From an optimization exercise on the open Yosys and OpenROAD flow, aimed at small area, a short achievable clock period and few clock cycles per item; shortcuts taken in it are not production practice.
In this exercise RTL edits were held to simulation tests only and were not proved equivalent to the original.
Power figures rest on the tool's default switching activity, not on a simulated workload.

==> v30 <==
==> flow/design.v <==
module JAM (
input CLK,
input RST,
output reg [2:0] W,
output reg [2:0] J,
input [6:0] Cost,
output [3:0] MatchCount,
output reg [9:0] MinCost,
output reg Valid );
localparam K_NONE = 3'd0, K_CR = 3'd1, K_INIT = 3'd2, K_H = 3'd3, K_SCAN = 3'd4, K_EXT = 3'd5;
localparam S_CR = 0, S_WCR = 1, S_INIT = 2, S_WROW = 3, S_HB = 4, S_SCAN = 5,
           S_EXT = 6, S_WEXT = 7, S_RY = 8, S_RYW = 9, S_RYW2 = 10, S_DONE = 11;
function [3:0] mul16;
    input [3:0] a, b;
    reg [7:0] t;
    begin
        t = a * b;
        mul16 = t[3:0];
    end
endfunction
function [7:0] lowbit;
    input [7:0] x;
    integer m;
    reg seen;
    begin
        seen = 1'b0;
        for (m = 0; m < 8; m = m + 1) begin
            lowbit[m] = x[m] & ~seen;
            seen = seen | x[m];
        end
    end
endfunction
function [2:0] low3;
    input [7:0] x;
    integer m;
    begin
        low3 = 3'd0;
        for (m = 7; m >= 0; m = m - 1)
            if (x[m]) low3 = m;
    end
endfunction
reg [11:0] st;
reg [2:0] ak;           
reg       afirst, alast;
reg [7:0] off;          
reg [9:0] corr;         
reg       fsc;          
reg [2:0] bk;           
reg       ev;           
reg       accf, dfd;    
reg [7:0] rowasg;       
reg       aug_on;
reg       s1v;
reg [7:0] vo;           
reg [2:0] bi, bj;
reg       bfirst, blast;
reg [8:0] cs;           
reg [7:0] dA, dB;       
reg [7:0] v [0:7];      
reg [7:0] d [0:7];      
reg [2:0] prow [0:7];   
reg [7:0] pval;         
reg [2:0] way [0:7];    
reg [7:0] wset;         
reg [7:0] ready;
reg [7:0] rv; reg rtb; reg [2:0] rj; reg [7:0] rmask; reg [3:0] rcnt;
reg [7:0] mu; reg [2:0] jst; reg jst_m;
reg [2:0] cbj;           
reg       fresh;        
reg [2:0] row_cur, aug_row, aug_j;
reg [7:0] pend;
reg [7:0] Fm;           
reg [3:0] rs [0:7];     
reg [7:0] Gp, Xg, B, cr, cu;
reg       fin, par;
reg [3:0] racc;
assign MatchCount = racc;
wire is_cr = bk == K_CR, is_init = bk == K_INIT, is_scan = bk == K_SCAN, is_ext = bk == K_EXT;
wire       ctb = is_cr ? (rowasg[bi] || (accf && !rtb && rj == bi)) : is_ext ? 1'b0 : pval[bj];
wire       lt = cs < {1'b0, dB};
wire       k1 = {cs, ctb} < {1'b0, rv, rtb};
wire       k2 = {dB, ctb} < {rv, rtb};
wire       take = bfirst || (is_scan && !lt ? k2 : k1);
wire [7:0] cv = is_scan && !lt ? dB : cs[7:0];
wire [7:0] fv = take ? cv : rv;
wire       ftb = take ? ctb : rtb;
wire [2:0] cidx = is_cr ? bi : bj;
wire [2:0] fidx = take ? cidx : rj;
wire [7:0] ohj = 8'd1 << bj;
wire       ceq = cs[7:0] == rv;
wire [7:0] fmask = (bfirst || k1) ? ohj : ceq ? (rmask | ohj) : rmask;
wire [3:0] fcnt = (bfirst || k1) ? 4'd1 : ceq ? rcnt + 4'd1 : rcnt;
wire       decide = ev && st[S_WROW];
wire       dec_free = decide && !jst_m;
wire       dec_exp = decide && jst_m;
wire       start_next = (ev && st[S_WCR]) || dec_free;
wire [7:0] rowasg_f = rowasg | ((accf && !rtb) ? (8'd1 << rj) : 8'd0);
wire       any_todo = ~rowasg_f != 8'd0;
reg  [2:0] next_row;
integer k;
always @* begin
    next_row = 3'd0;
    for (k = 7; k >= 0; k = k - 1)
        if (!rowasg_f[k]) next_row = k;
end
reg  [7:0] vv, dv;
always @* begin
    vv = 8'd0; dv = 8'd0;
    for (k = 0; k < 8; k = k + 1) begin
        vv = vv | (v[k] & {8{vo[k]}});
        dv = dv | (d[k] & {8{vo[k]}});
    end
end
wire [9:0] vx = {{2{vv[7]}}, vv};
wire       rdy = (ready & vo) != 8'd0;
wire [9:0] cnew = rdy ? -{2'b00, mu} : (st[S_WROW] && jst_m) ? {2'b00, mu} : 10'd0;
wire [9:0] ceff = fsc ? {cs[8], cs} : corr;
wire [7:0] pend_n = pend & ~vo;
wire       slast = pend_n == 8'd0;
wire [7:0] pend_0 = ~ready & ~vo;    
wire [2:0] vo_e = {vo[4] | vo[5] | vo[6] | vo[7], vo[2] | vo[3] | vo[6] | vo[7], vo[1] | vo[3] | vo[5] | vo[7]};
wire [7:0] vo_r = {vo[6:0], vo[7]};
wire [7:0] Gc = ~Fm;
wire [7:0] u0c = lowbit(Gc);
wire [7:0] G1 = Gc & ~u0c;
wire [7:0] Bn = (B - Gp) & Gp;
reg  [7:0] tcol;        
always @* begin
    for (k = 0; k < 8; k = k + 1)
        tcol[k] = (d[k] & cr) != 8'd0;
end
wire       cin = (Xg & cr) != 8'd0;    
reg [15:0] pp0, pp1;
reg       pv1, par1;
reg [3:0] ra [0:7];
reg [3:0] rb [0:7];
always @* begin
    for (k = 0; k < 8; k = k + 1) begin
        ra[k] = rs[k];
        rb[k] = rs[k] - {3'b000, cu[k]};
    end
end
always @(posedge CLK) begin
    pp0 <= {mul16(ra[0], ra[1]), mul16(ra[2], ra[3]), mul16(ra[4], ra[5]), mul16(ra[6], ra[7])};
    pp1 <= {mul16(rb[0], rb[1]), mul16(rb[2], rb[3]), mul16(rb[4], rb[5]), mul16(rb[6], rb[7])};
end
wire [3:0] prod0 = mul16(mul16(pp0[15:12], pp0[11:8]), mul16(pp0[7:4], pp0[3:0]));
wire [3:0] prod1 = mul16(mul16(pp1[15:12], pp1[11:8]), mul16(pp1[7:4], pp1[3:0]));
reg  [3:0] q0, q1;
reg        par2, s2v;
always @(posedge CLK) begin
    q0 <= prod0; q1 <= pv1 ? prod1 : 4'd0; par2 <= par1;
end
wire [3:0] tsum = par2 ? q1 - q0 : q0 - q1;
always @(posedge CLK or posedge RST) begin
    if (RST) begin
        st <= 12'd1 << S_CR; W <= 3'd0; J <= 3'd0; ak <= K_CR; afirst <= 1'b1; alast <= 1'b0;
        off <= 8'd0; corr <= 10'd0; bk <= K_NONE; ev <= 1'b0; accf <= 1'b0; dfd <= 1'b0;
        rowasg <= 8'd0; aug_on <= 1'b0; s1v <= 1'b0; s2v <= 1'b0; Valid <= 1'b0; MinCost <= 10'd0; vo <= 8'd1;
    end else begin
        bk <= ak;
        ev <= blast && ((is_cr && bj == 3'd7) || is_init || is_scan || (is_ext && bi == 3'd7));
        if (blast && (is_init || is_scan)) vo <= ftb ? (8'd1 << fidx) : 8'd1;
        accf <= blast && is_cr;
        dfd <= dec_free;
        if (accf || dfd) MinCost <= MinCost + {2'b00, rv};
        if (accf && !rtb) rowasg[rj] <= 1'b1;
        if (dec_free) aug_on <= 1'b1;
        else if (aug_on) aug_on <= wset[aug_j];
        s1v <= st[S_RY];
        s2v <= s1v;
        off <= vv; corr <= cnew;
            if (st[S_CR]) begin
                if (W == 3'd7 && J == 3'd7) begin
                    st <= 12'd1 << S_WCR; ak <= K_NONE;
                end else begin
                    W <= W + 3'd1; if (W == 3'd7) J <= J + 3'd1;
                    ak <= K_CR; afirst <= W == 3'd7; alast <= W == 3'd6;
                end
                off <= 8'd0; corr <= 10'd0;
            end
            if (st[S_INIT]) begin
                J <= vo_e; vo <= vo_r;
                ak <= K_INIT; afirst <= 1'b0; alast <= vo[7];
                if (vo[7]) st <= 12'd1 << S_WROW;
            end
            if (st[S_SCAN]) begin
                J <= vo_e; vo <= slast ? 8'd1 : lowbit(pend_n);
                ak <= K_SCAN; afirst <= ak == K_H; alast <= slast;
                corr <= ceff;
                if (slast) st <= 12'd1 << S_WROW;
            end
            if (st[S_EXT]) begin
                if (W == 3'd7 && J == 3'd7) begin
                    st <= 12'd1 << S_WEXT; ak <= K_NONE;
                end else begin
                    J <= vo_e; vo <= vo_r; if (J == 3'd7) W <= W + 3'd1;
                    ak <= K_EXT; afirst <= J == 3'd7; alast <= J == 3'd6;
                end
            end
            if (st[S_WCR] || st[S_WROW]) begin
                ak <= K_NONE;
                if (dec_exp) begin
                    W <= prow[jst]; J <= jst; ak <= K_H; afirst <= 1'b0; alast <= 1'b0;
                    vo <= lowbit(pend_0); st <= 12'd1 << S_SCAN;
                end
            end
            if (st[S_WEXT]) begin
                ak <= K_NONE;
                if (ev) st <= 12'd1 << S_RY;
            end
            if (st[S_RY]) if (fin) st <= 12'd1 << S_RYW;
            if (st[S_RYW]) st <= 12'd1 << S_RYW2;
            if (st[S_RYW2]) begin Valid <= 1'b1; st <= 12'd1 << S_DONE; end
        if (start_next) begin
            J <= 3'd0; vo <= 8'd2; afirst <= 1'b1; alast <= 1'b0;
            if (any_todo) begin
                rowasg[next_row] <= 1'b1; W <= next_row; ak <= K_INIT; st <= 12'd1 << S_INIT;
            end else begin
                W <= 3'd0; ak <= K_EXT; st <= 12'd1 << S_EXT;
            end
        end
    end
end
always @(posedge CLK) begin
    dA <= dv;
    cs <= {3'b000, Cost} - {{2{off[7]}}, off} - ceff;
    fsc <= st[S_SCAN] && ak == K_H;
    dB <= dA;
    bi <= W; bj <= J; bfirst <= afirst; blast <= alast;
    if (ak == K_INIT || ak == K_EXT || ak == K_H) v[J] <= off + corr[7:0];
    if (is_cr || is_init || is_scan || is_ext) begin
        rv <= fv; rtb <= ftb; rj <= fidx; rmask <= fmask; rcnt <= fcnt;
    end
    if (is_init) d[bj] <= cs[7:0];
    if (is_scan && lt) begin
        d[bj] <= cs[7:0]; way[bj] <= jst; wset[bj] <= 1'b1;
    end
    if (blast && (is_init || is_scan)) begin
        mu <= fv; jst <= fidx; jst_m <= ftb;
    end
    if (blast && is_cr) cbj <= bj;
    if (accf) begin
        v[cbj] <= rv; prow[cbj] <= rj; pval[cbj] <= ~rtb;
    end
    if (blast && is_ext) begin
        d[bi] <= fmask; rs[bi] <= fcnt;
        if (fcnt == 4'd1) Fm <= Fm | fmask;
    end
    if (st[S_CR]) begin
        ready <= 8'd0; Fm <= 8'd0;
    end
    if ((st[S_INIT] || st[S_EXT]) && vo[7]) ready <= 8'd0;
    if (decide) fresh <= 1'b0;
    if (decide && fresh) wset <= 8'd0;
    if (dec_exp) begin
        ready[jst] <= 1'b1;
        pend <= pend_0;
    end
    if (st[S_SCAN]) pend <= pend_n;
    if (start_next) begin
        fresh <= 1'b1;
        if (any_todo) row_cur <= next_row;
    end
    if (dec_free) begin
        pval[jst] <= 1'b1; aug_j <= jst; aug_row <= row_cur;
    end else if (aug_on) begin
        prow[aug_j] <= wset[aug_j] ? prow[way[aug_j]] : aug_row;
        aug_j <= way[aug_j];
    end
    if (st[S_WEXT]) begin
        Gp <= G1; Xg <= G1; B <= lowbit(G1); cr <= lowbit(G1); fin <= G1 == 8'd0;
        for (k = 0; k < 8; k = k + 1) cu[k] <= (d[k] & u0c) != 8'd0;
        pv1 <= u0c != 8'd0; par <= 1'b0; racc <= 4'd0;
    end
    if (st[S_RY]) begin
        par1 <= par;
        if (!fin) begin
            for (k = 0; k < 8; k = k + 1)
                if (tcol[k]) rs[k] <= rs[k] + {cin, cin, cin, 1'b1};
            Xg <= Xg ^ cr; par <= !par;
            B <= Bn; cr <= lowbit(Bn); fin <= Bn == 8'd0;
        end
    end
    if (s2v) racc <= racc + tsum;
end
endmodule
==> flow/run.sh <==
#!/bin/bash
# synth_recipe.tcl (not shown) runs the flow's synth.tcl, then flattens the netlist and writes it again
# the make line also repeats each setting of config.mk as NAME=value (left out here)
make -C /OpenROAD-flow-scripts/flow DESIGN_CONFIG=/design/flow/config.mk WORK_HOME=/design/flow/orfs CLKGATE_MAP_FILE= SYNTH_SCRIPT=/design/flow/synth_recipe.tcl finish
==> flow/config.mk <==
export PLATFORM = sky130hd
export DESIGN_NAME = JAM
export DESIGN_NICKNAME = JAM
export VERILOG_FILES = /design/flow/design.v
export SDC_FILE = /design/flow/constraint.sdc
export NUM_CORES = 4
export LEC_CHECK = 0
export CAP_MARGIN = 20
export CORE_MARGIN = 2
export CORE_UTILIZATION = 70
export SETUP_SLACK_MARGIN = 2.3
export SLEW_MARGIN = 20
==> flow/constraint.sdc <==
create_clock -name core_clock -period 5.0 [get_ports {CLK}]
set_input_delay 1.0000 -clock core_clock [delete_from_list [all_inputs] [get_ports {CLK}]]
set_output_delay 1.0000 -clock core_clock [all_outputs]
set_load 0.01 [all_outputs]
==> inputs of v39, as changes to v30 <==
Settings changed: CORE_UTILIZATION 70 to 60, SETUP_SLACK_MARGIN 2.3 to 2.0.
==> inputs of v7, as changes to v30 <==
Settings changed: SETUP_SLACK_MARGIN 2.3 to 2.6.
==> comparison table <==
| item | v7 | v30 | v39 |
|---|---|---|---|
| Result of the run | complete, no violations | complete, no violations | complete, no violations |
| Multi-input gate area | 0.0165 mm² | 0.0152 mm² | 0.0142 mm² |
| Non-filler instance count after layout | 3520 | 3418 | 3409 |
| Net switching power | 1930 µW | 1900 µW | 1830 µW |
| Met1 routing resource usage after global routing | 51.2% | 51.1% | 42.7% |
| Hold_sp | dA[4] | dA[0] | dA[5] |
| Met2 track utilization from global routing | 73.2% | 65.8% | 57.8% |
| Signed area change from the synthesized netlist to the final layout | 26.4% | 17.7% | 12.7% |
| Worst path arrival time | 3.52 ns | 3.42 ns | 3.35 ns |
| Cell count of the worst reg-to-reg path | 11 | 13 | 8 |
| CTS Buf Count | 50 | 51 | 53 |
| Worst Hold Slack | 0.342 ns | 0.336 ns | 0.344 ns |
| Fraction of power consumed by combinational cells | 4.2% | 2.9% | 2.1% |
| Post-Route Utilization | 89.1% | 82.9% | 68.9% |
Testbench counts of v30, summed over its fixed seeds: cycles 5,819, items 24.
Testbench counts of v39, summed over its fixed seeds: cycles 5,819, items 24.
Testbench counts of v7, summed over its fixed seeds: cycles 5,819, items 24.

what the ideal ports hide:
Ports are ideal in the flow. The routed layouts listed here were re-timed in OpenROAD. Step 1 assumes that a clkbuf_16 drives the clock port and a buf_2 every other input. Step 2 times the ports against the registers' clock, not the clock port: input delays grow and output delays shrink by t, the midpoint of the rising clock arrivals with the driver on. a / b / c = ideal / step 1 / step 2; a / b = the first two.
run	shift t [ns]	setup WS [ns]	worst setup path at the end
v30	0.669	2.083 / 2.083 / 1.516	input to register
v39	0.663	1.978 / 1.978 / 1.513	input to register
v7	0.681	1.863 / 1.863 / 1.638	input to register
After both steps setup and hold are still met in every run listed. For v30, which loses most, drivers alone change the setup slack by 0.000 ns; drivers and shift together by -0.567 ns.
